What follows belongs to an exercise in optimizing a design on an open flow for small area and a short achievable clock period; a production flow would make more cautious choices.
Only simulation tests tie the RTL to the original design; equivalence was not proved.
No activity file was given, so power comes from the tool's default toggle rates.

$ cat design/flow/design.v
`timescale 1ns / 1ps
module CORDICROT
#(	parameter   ODAT_W	= 16,
	parameter   SHIFT		= 1)
(
	input	Clk_i,
	input	Rst_i,
	input	signed  [ODAT_W-1:0]	X_i,
	input	signed  [ODAT_W-1:0]	Y_i,
	input	Val_i,
	input	Sign_i,
	output	reg	signed	[ODAT_W-1:0]	X_o,
	output	reg	signed	[ODAT_W-1:0]	Y_o,
	output	reg	Val_o
);
    wire    [ODAT_W-1:0]    shiftedInX;
    wire    [ODAT_W-1:0]    shiftedInY;
    assign  shiftedInX    =   X_i >>> SHIFT;
    assign  shiftedInY    =   Y_i >>> SHIFT;
always @(posedge Clk_i) begin
    if (Rst_i) begin
        Val_o	<= 1'b0;
    end else if	(Val_i)	begin
        Val_o	<= Val_i;
    end	else	begin
		Val_o	<=	1'b0;
	end
end
always @(posedge Clk_i) begin
    if (Rst_i) begin
        X_o   <= {ODAT_W{1'b0}};
        Y_o   <= {ODAT_W{1'b0}};
    end else if (Val_i) begin
        if (Sign_i) begin
            X_o   <= X_i + shiftedInY;
            Y_o   <= Y_i - shiftedInX; 
        end else begin
            X_o   <= X_i - shiftedInY;
            Y_o   <= Y_i + shiftedInX;
        end
    end
end
endmodule
module CORDICNCO (
    clk_i,
    rst_i,
    val_i,
    phase_inc_i,
    cos_o,
    sin_o,
    val_o
    );
    parameter                   ODAT_W              = 16;
    parameter                   P_INC_W             = 16;
    parameter                   ITER_NUM            = 16;
    parameter                   EN_SIN_N            = 0;
    localparam  [P_INC_W-1:0]   ANGLE_270_DEGREE    = 3<<(P_INC_W-2);
    localparam  [P_INC_W-1:0]   ANGLE_180_DEGREE    = 1<<(P_INC_W-1);
    localparam  [P_INC_W-1:0]   ANGLE_90_DEGREE     = 1<<(P_INC_W-2);
    localparam [15:0] INIT_VALUE = 16'h4CCC;
    input                           clk_i;
    input                           rst_i;
    input                           val_i;
    input           [P_INC_W-1:0]   phase_inc_i;
    output  reg     [ODAT_W-1:0]    cos_o;
    output  reg     [ODAT_W-1:0]    sin_o;
    output  reg                     val_o;
    wire    [P_INC_W-1:0]           precompAngle[ODAT_W-1:0];
    wire    [ODAT_W-1:0]            x_pipe[ITER_NUM:0];
    wire    [ODAT_W-1:0]            y_pipe[ITER_NUM:0];
    wire    [ITER_NUM:0]            val_pipe;
    reg     [P_INC_W-1:0]           phase_diff_pipe[ITER_NUM-1:0];
    reg     [1:0]                   sc_sign_pipe[ITER_NUM-1:0];
    reg     [P_INC_W-1:0]           phase_accumulator;
    reg     [P_INC_W-1:0]           current_phase;
    reg     [1:0]                   sc_sign_prev;
    reg     [1:0]                   sc_sign;
    reg     [2:0]                   val_sr;
    genvar  g;
    integer i;
    assign  x_pipe[0]   = INIT_VALUE;
    assign  y_pipe[0]   = INIT_VALUE;
    assign  val_pipe[0] = val_sr[2];
always @(posedge clk_i or posedge rst_i) begin
    if (rst_i) begin
        phase_accumulator   <= {P_INC_W{1'b0}};
    end else if (val_i) begin
        phase_accumulator   <= phase_accumulator + phase_inc_i;
    end
end
assign precompAngle [0] = 16'd8190;   
assign precompAngle [1] = 16'd4834;    
assign precompAngle [2] = 16'd2554;    
assign precompAngle [3] = 16'd1296;    
assign precompAngle [4] = 16'd650;     
assign precompAngle [5] = 16'd325;     
assign precompAngle [6] = 16'd162;     
assign precompAngle [7] = 16'd81;     
assign precompAngle [8] = 16'd40;      
assign precompAngle [9] = 16'd20;      
assign precompAngle [10] = 16'd10;     
assign precompAngle [11] = 16'd5;      
assign precompAngle [12] = 16'd2;      
assign precompAngle [13] = 16'd1;      
assign precompAngle [14] = 16'd0;      
assign precompAngle [15] = 16'd0;      
always @(posedge clk_i or posedge rst_i) begin
    if (rst_i) begin
        current_phase   <= {P_INC_W{1'b0}};
        sc_sign         <= 2'b0;
    end else begin
        if (phase_accumulator > ANGLE_270_DEGREE) begin
            current_phase   <= {P_INC_W{1'b0}} - phase_accumulator;
            sc_sign         <= 2'b10;
        end else if (phase_accumulator > ANGLE_180_DEGREE) begin
            current_phase   <= phase_accumulator - ANGLE_180_DEGREE;
            sc_sign         <= 2'b11;
        end else if (phase_accumulator > ANGLE_90_DEGREE) begin
            current_phase   <= ANGLE_180_DEGREE - phase_accumulator;
            sc_sign         <= 2'b01;
        end else begin
            current_phase   <= phase_accumulator;
            sc_sign         <= 2'b00;
        end
    end
end
always @(posedge clk_i or posedge rst_i) begin
    if (rst_i) begin
        val_sr <= 3'b0;
    end else begin
        val_sr <= {val_sr[1:0], val_i};
    end
end
always @(posedge clk_i) begin
    phase_diff_pipe[0]  <= current_phase - precompAngle[0];
    sc_sign_pipe[0]     <= sc_sign;
    for(i=1; i<ITER_NUM; i=i+1) begin
        sc_sign_pipe[i] <= sc_sign_pipe[i-1];
        if (phase_diff_pipe[i-1][P_INC_W-1]) begin
            phase_diff_pipe[i] <= phase_diff_pipe[i-1] + precompAngle[i];
        end else begin
            phase_diff_pipe[i] <= phase_diff_pipe[i-1] - precompAngle[i];
        end
    end
end
generate
    for (g = 0; g < ITER_NUM; g = g + 1) begin : cordic_pipe
        CORDICROT #(
            .ODAT_W     (ODAT_W),
            .SHIFT      (g+1)
        ) cordic_rotation_inst (
            .Clk_i      (clk_i),
            .Rst_i      (rst_i),
            .X_i        (x_pipe[g]),
            .Y_i        (y_pipe[g]),
            .Val_i      (val_pipe[g]),
            .Sign_i     (phase_diff_pipe[g][P_INC_W-1]),
            .X_o        (x_pipe[g+1]),
            .Y_o        (y_pipe[g+1]),
            .Val_o      (val_pipe[g+1])
            );
    end
endgenerate
generate 
    if (EN_SIN_N) begin
        always @(posedge clk_i or posedge rst_i) begin
            if (rst_i) begin
                sin_o       <= {ODAT_W{1'b0}};
            end else begin
                if (sc_sign_prev[1]) begin
                    sin_o   <=  y_pipe[ITER_NUM];
                end else begin
                    sin_o   <= ~y_pipe[ITER_NUM] + {{(ODAT_W-1){1'b0}}, 1'b1};
                end
            end
        end
    end else begin
        always @(posedge clk_i or posedge rst_i) begin
            if (rst_i) begin
                sin_o       <= {ODAT_W{1'b0}};
            end else begin
                if (sc_sign_prev[1]) begin
                    sin_o   <= ~y_pipe[ITER_NUM] + {{(ODAT_W-1){1'b0}}, 1'b1};
                end else begin
                    sin_o   <=  y_pipe[ITER_NUM];
                end
            end
        end
    end
endgenerate
always @(posedge clk_i or posedge rst_i) begin
    if (rst_i) begin
        cos_o           <= {ODAT_W{1'b0}};
        sc_sign_prev    <= 2'b0;
        val_o           <= 1'b0;
    end else begin
        if (sc_sign_prev[0]) begin
            cos_o   <= ~x_pipe[ITER_NUM] + {{(ODAT_W-1){1'b0}}, 1'b1};
        end else begin
            cos_o   <= x_pipe[ITER_NUM];
        end
        sc_sign_prev    <= sc_sign_pipe[ITER_NUM-1];
        val_o           <= val_pipe[ITER_NUM];
    end
end
endmodule
$ cat design/flow/run.sh
#!/bin/bash
# synth_recipe.tcl (not shown) runs the flow's synth.tcl, then flattens the netlist and writes it again
# the make line also repeats each setting of config.mk as NAME=value (left out here)
make -C /OpenROAD-flow-scripts/flow DESIGN_CONFIG=/design/flow/config.mk WORK_HOME=/design/flow/orfs CLKGATE_MAP_FILE= SYNTH_SCRIPT=/design/flow/synth_recipe.tcl finish
$ cat design/flow/config.mk
export PLATFORM = sky130hd
export DESIGN_NAME = CORDICNCO
export DESIGN_NICKNAME = CORDICNCO
export VERILOG_FILES = /design/flow/design.v
export SDC_FILE = /design/flow/constraint.sdc
export NUM_CORES = 4
export LEC_CHECK = 0
export CAP_MARGIN = 20
export CORE_MARGIN = 2
export CORE_UTILIZATION = 40
export SLEW_MARGIN = 20
$ cat design/flow/constraint.sdc
create_clock -name core_clock -period 4.0 [get_ports {clk_i}]
set_input_delay 0.8000 -clock core_clock [delete_from_list [all_inputs] [get_ports {clk_i}]]
set_output_delay 0.8000 -clock core_clock [all_outputs]
set_load 0.01 [all_outputs]
==> results.json <==
{
  "grt_overflow": 0,
  "clk_latency_ns": 0.71,
  "routed_wl_mm": 140,
  "clkSinkCount": 814,
  "io_buffers": 51,
  "drt_iter0_markers": 2305,
  "multiInputGateArea_sq_um": 38500,
  "switching_share_pct": 38.3,
  "path_class": "reg -> reg",
  "p_sw_mw": 13.8,
  "pwr-share-comb_pct": 44.6,
  "cp_max_fo": 6,
  "area_growth_pct": 10.6,
  "grt_pass1_vias": 44600,
  "remaining_drc_errors": 0,
  "syn-cell-area_sq_um": 57200,
  "vias": 45900,
  "drive_gt1_share_pct": 4.84,
  "cp_data_arrival_time_ns": 4.31,
  "detail-route-antenna-nets": 0,
  "antenna_found_initial": 3,
  "post_cts_buffers": 0,
  "final_hold_viol_count": 0,
  "p_per_area_nw_per_um2": 570,
  "clkPwrFrac_pct": 24.8,
  "synthSimpleGateAreaFrac_pct": 14.8,
  "track_usage_pct": 18.8,
  "postSynthCellCount": 6655,
  "syn_area_per_cell_sq_um": 8.59,
  "clock_path_buffers": 3,
  "grt_pass1_wl_mm": 230,
  "die_area_sq_um": 146000,
  "critPathLaunchType": "flip-flop",
  "core_sq_um": 142000,
  "drv_cap": 0,
  "finalCritPeriodShare_pct": 94.0,
  "cts_max_level": 3,
  "io_pins": 52,
  "synth_commonest_cells": "nor2_1 (749), dfxtp_1 (742), ha_1 (693), a21oi_1 (516), xnor2_1 (462)",
  "dp_slack_ns": 0.216,
  "die_x_microns": 382,
  "vdd_drop_max_v": 0.000394,
  "async_reset_ff_share_pct": 8.85,
  "cp-end-kind": "flip-flop",
  "yosysTopAreaCell": "dfxtp_1",
  "clock_skew_ns": 0.0366,
  "seq_area_sq_um": 16700,
  "regToRegEndpoint": "cordic_pipe[7].cordic_rotation_inst.X_o[14]",
  "synth-compound-area-share_pct": 20.1,
  "cts_tree": "done",
  "worstMarginPinSlew_ns": 1.01,
  "slew_violations": 0,
  "critPathTopFamily": "simple AND/OR/NAND/NOR gates",
  "rsz0062_at_grt": "false",
  "dr.pass1.iters": 6,
  "nFillCells": 13900,
  "leakagePower_nw": 27.6,
  "p_int_mw": 22.3,
  "hp-start": "sc_sign_pipe[9][0]",
  "nNetsFinal": 7443,
  "synth_area_leaders": "dfxtp_1 (26%), ha_1 (15%), xnor2_1 (7.1%)",
  "max_slew_margin_pct": 32.7,
  "synth-seq-cells": 814,
  "synth_mux_area_share_pct": 5.47,
  "grt_max_degree": 158,
  "fmax_mhz": 266,
  "cp_num_buf_inv": 0,
  "hold_end": "sc_sign_pipe[10][0]",
  "synth.distinct_cells": 92,
  "synth_top_area_share_pct": 26.0,
  "slowest_stage": "or4_1",
  "syn-num-nets": 7409,
  "rows": 138,
  "cp_common_cell": "or4_1",
  "synth-xor-area-share_pct": 10.4,
  "status": "timing/DRC/antenna clean",
  "synth_edf_count": 0,
  "pwr-share-seq_pct": 30.6,
  "fin_setup_tns_ns": 0,
  "yosys_warnings": 21,
  "dp_hpwl_mm": 108,
  "worstPathCellList": "or4_1, or4_1, ha_1, mux2i_1, ha_1, a21oi_1, o31ai_1, a2111o_1, and3_1, or4_1, a31oi_1, nor2_1",
  "synth_top_family_by_area": "compound AO/OA/AOI/OAI gates",
  "worstRegToRegCells": 12,
  "synth_flop_cell": "dfxtp_1",
  "whs_path_depth": 0,
  "gp_congestion": 0.888,
  "start_util_pct": 40.3,
  "finalSetupViolations": 0,
  "setup_slack_ns": 0.239,
  "hp-class": "reg -> reg",
  "dieHeight_microns": 382,
  "r2r_start": "cordic_pipe[6].cordic_rotation_inst.Y_o[11]",
  "cts-root-buf": "clkbuf_16",
  "r2r_slack_ns": 0.24,
  "synth-seq-area-share_pct": 29.1,
  "fin_crit_ns": 3.76,
  "critPathMaxStageDelay_ns": 0.56,
  "hold_slack_ns": 0.319,
  "clk_pin_slew_ns": 0.06,
  "final_util_pct": 44.6,
  "synth_most_common_cell": "nor2_1",
  "synthAdderAreaFrac_pct": 16.6,
  "wire_per_inst_microns": 16.1,
  "cts_buffers": 94,
  "cp.required_ns": 4.55,
  "vias_per_cell": 5.30
}
==> per-stage QoR <==
stage,total power [mW],area (sq um),cells
6_report,36.1,63200,8661
5_1_grt,38.8,63200,8660
4_1_cts,36.4,63200,8660
3_5_place_dp,27.2,60000,8483
3_3_place_gp,27.0,60000,8483
2_1_floorplan,23.3,57200,6655
==> logic make-up (layout without fill, tap and decap cells) <==
kind of cell	count (synthesis)	in the layout
and+or+nand+nor	1804	1804
DFF	814	814
muxes	308	308
AOI/OAI and AO/OA	1788	1788
xor gates and xnor gates	680	680
buffers and inverters	526	641
other	0	1
adders and majority gates	735	735
==> layout make-up <==
class	count	area share [%]
Antenna cell	1	0.00396
Clock buffer	116	4.03
Clock inverter	61	1.07
Inverter	329	1.96
Multi-Input combinational cell	5315	61.0
Sequential cell	814	26.4
Tap cell	1890	3.74
Timing Repair Buffer	135	1.85
==> what timing repair did <==
item | in CTS | in global routing
endpoints found under the setup margin | 0 | 2
hold buffers | 0 | 0
gates resized for setup | 0 | 3
==> layer usage <==
| metal | share of wire [%] | up-vias | wire (microns) | GRT usage, % |
|---|---|---|---|---|
| li1 | - | 23900 | - | - |
| met1 | 49 | 21300 | 68800 | 25.4 |
| met2 | 46 | 517 | 63800 | 31.8 |
| met3 | 2.7 | 173 | 3710 | 2.18 |
| met4 | 2.4 | 0 | 3400 | 4.91 |
| met5 | 0 | - | 0 | 0 |
==> state kept, by name, indices dropped and copies added, names as in the netlist, 32 cells and up <==
| signal | flops |
|---|---|
| cordic_pipe.cordic_rotation_inst.X_o | 240 |
| cordic_pipe.cordic_rotation_inst.Y_o | 243 |
| phase_diff_pipe | 211 |
| sc_sign_pipe | 32 |
==> cell usage in the layout, fill, tap and decap left out, drive strengths merged, types with 132 or more instances in the layout <==
cell / Yosys / final
nor2: 749 / 749
nand2: 366 / 366
inv: 324 / 331
a211oi: 150 / 150
xnor2: 462 / 462
a21o: 207 / 207
nor3: 132 / 132
xor2: 218 / 218
o21ai: 317 / 317
a21oi: 516 / 516
ha: 693 / 693
mux2i: 274 / 274
dfxtp: 742 / 742
==> power groups by stage <==
stage	Sequential [mW]	Clock, mW	Combinational, mW
2_1_floorplan	10.7	0	12.6
3_3_place_gp	11.2	0	15.8
3_5_place_dp	11.2	0	16.0
4_1_cts	11.1	9.18	16.2
5_1_grt	11.2	9.49	18.0
6_report	11.0	8.94	16.1
==> how the worst max path moves through the flow <==
stage	cells after the start	startpoint	endpoint
2_1_floorplan	16	phase_diff_pipe[1][15]	cordic_pipe[1].cordic_rotation_inst.Y_o[15]
3_3_place_gp	12	cordic_pipe[4].cordic_rotation_inst.Y_o[6]	cordic_pipe[5].cordic_rotation_inst.X_o[12]
3_5_place_dp	12	cordic_pipe[4].cordic_rotation_inst.Y_o[6]	cordic_pipe[5].cordic_rotation_inst.X_o[12]
4_1_cts	12	cordic_pipe[4].cordic_rotation_inst.Y_o[6]	cordic_pipe[5].cordic_rotation_inst.X_o[12]
5_1_grt	12	cordic_pipe[6].cordic_rotation_inst.Y_o[11]	cordic_pipe[7].cordic_rotation_inst.X_o[14]
6_report	12	cordic_pipe[6].cordic_rotation_inst.Y_o[11]	cordic_pipe[7].cordic_rotation_inst.X_o[14]

## re-timing with driven ports
No port has a modelled driver above. Below, the same layout with a new extraction and two added sets of constraints.
Step 1, drivers: a clkbuf_16 drives clk_i and a buf_2 each remaining input, both assumed.
Step 2 times the ports against the registers' clock, not the clock port: input delays grow and output delays shrink by t, the midpoint of the rising clock arrivals with the driver on.
Slacks: ideal ports / drivers / drivers and shift; pairs: ideal ports / drivers.
shift t [ns]: 0.765
slack for setup (ns): 0.239 / 0.239 / 0.239
clock arrival spread, ns: 0.038 / 0.038
worst slew at a driven data input, ns: 0.05
After both steps this run still meets setup and hold. The setup slack of this run moves by 0.000 ns with the drivers and by 0.000 ns with both steps.
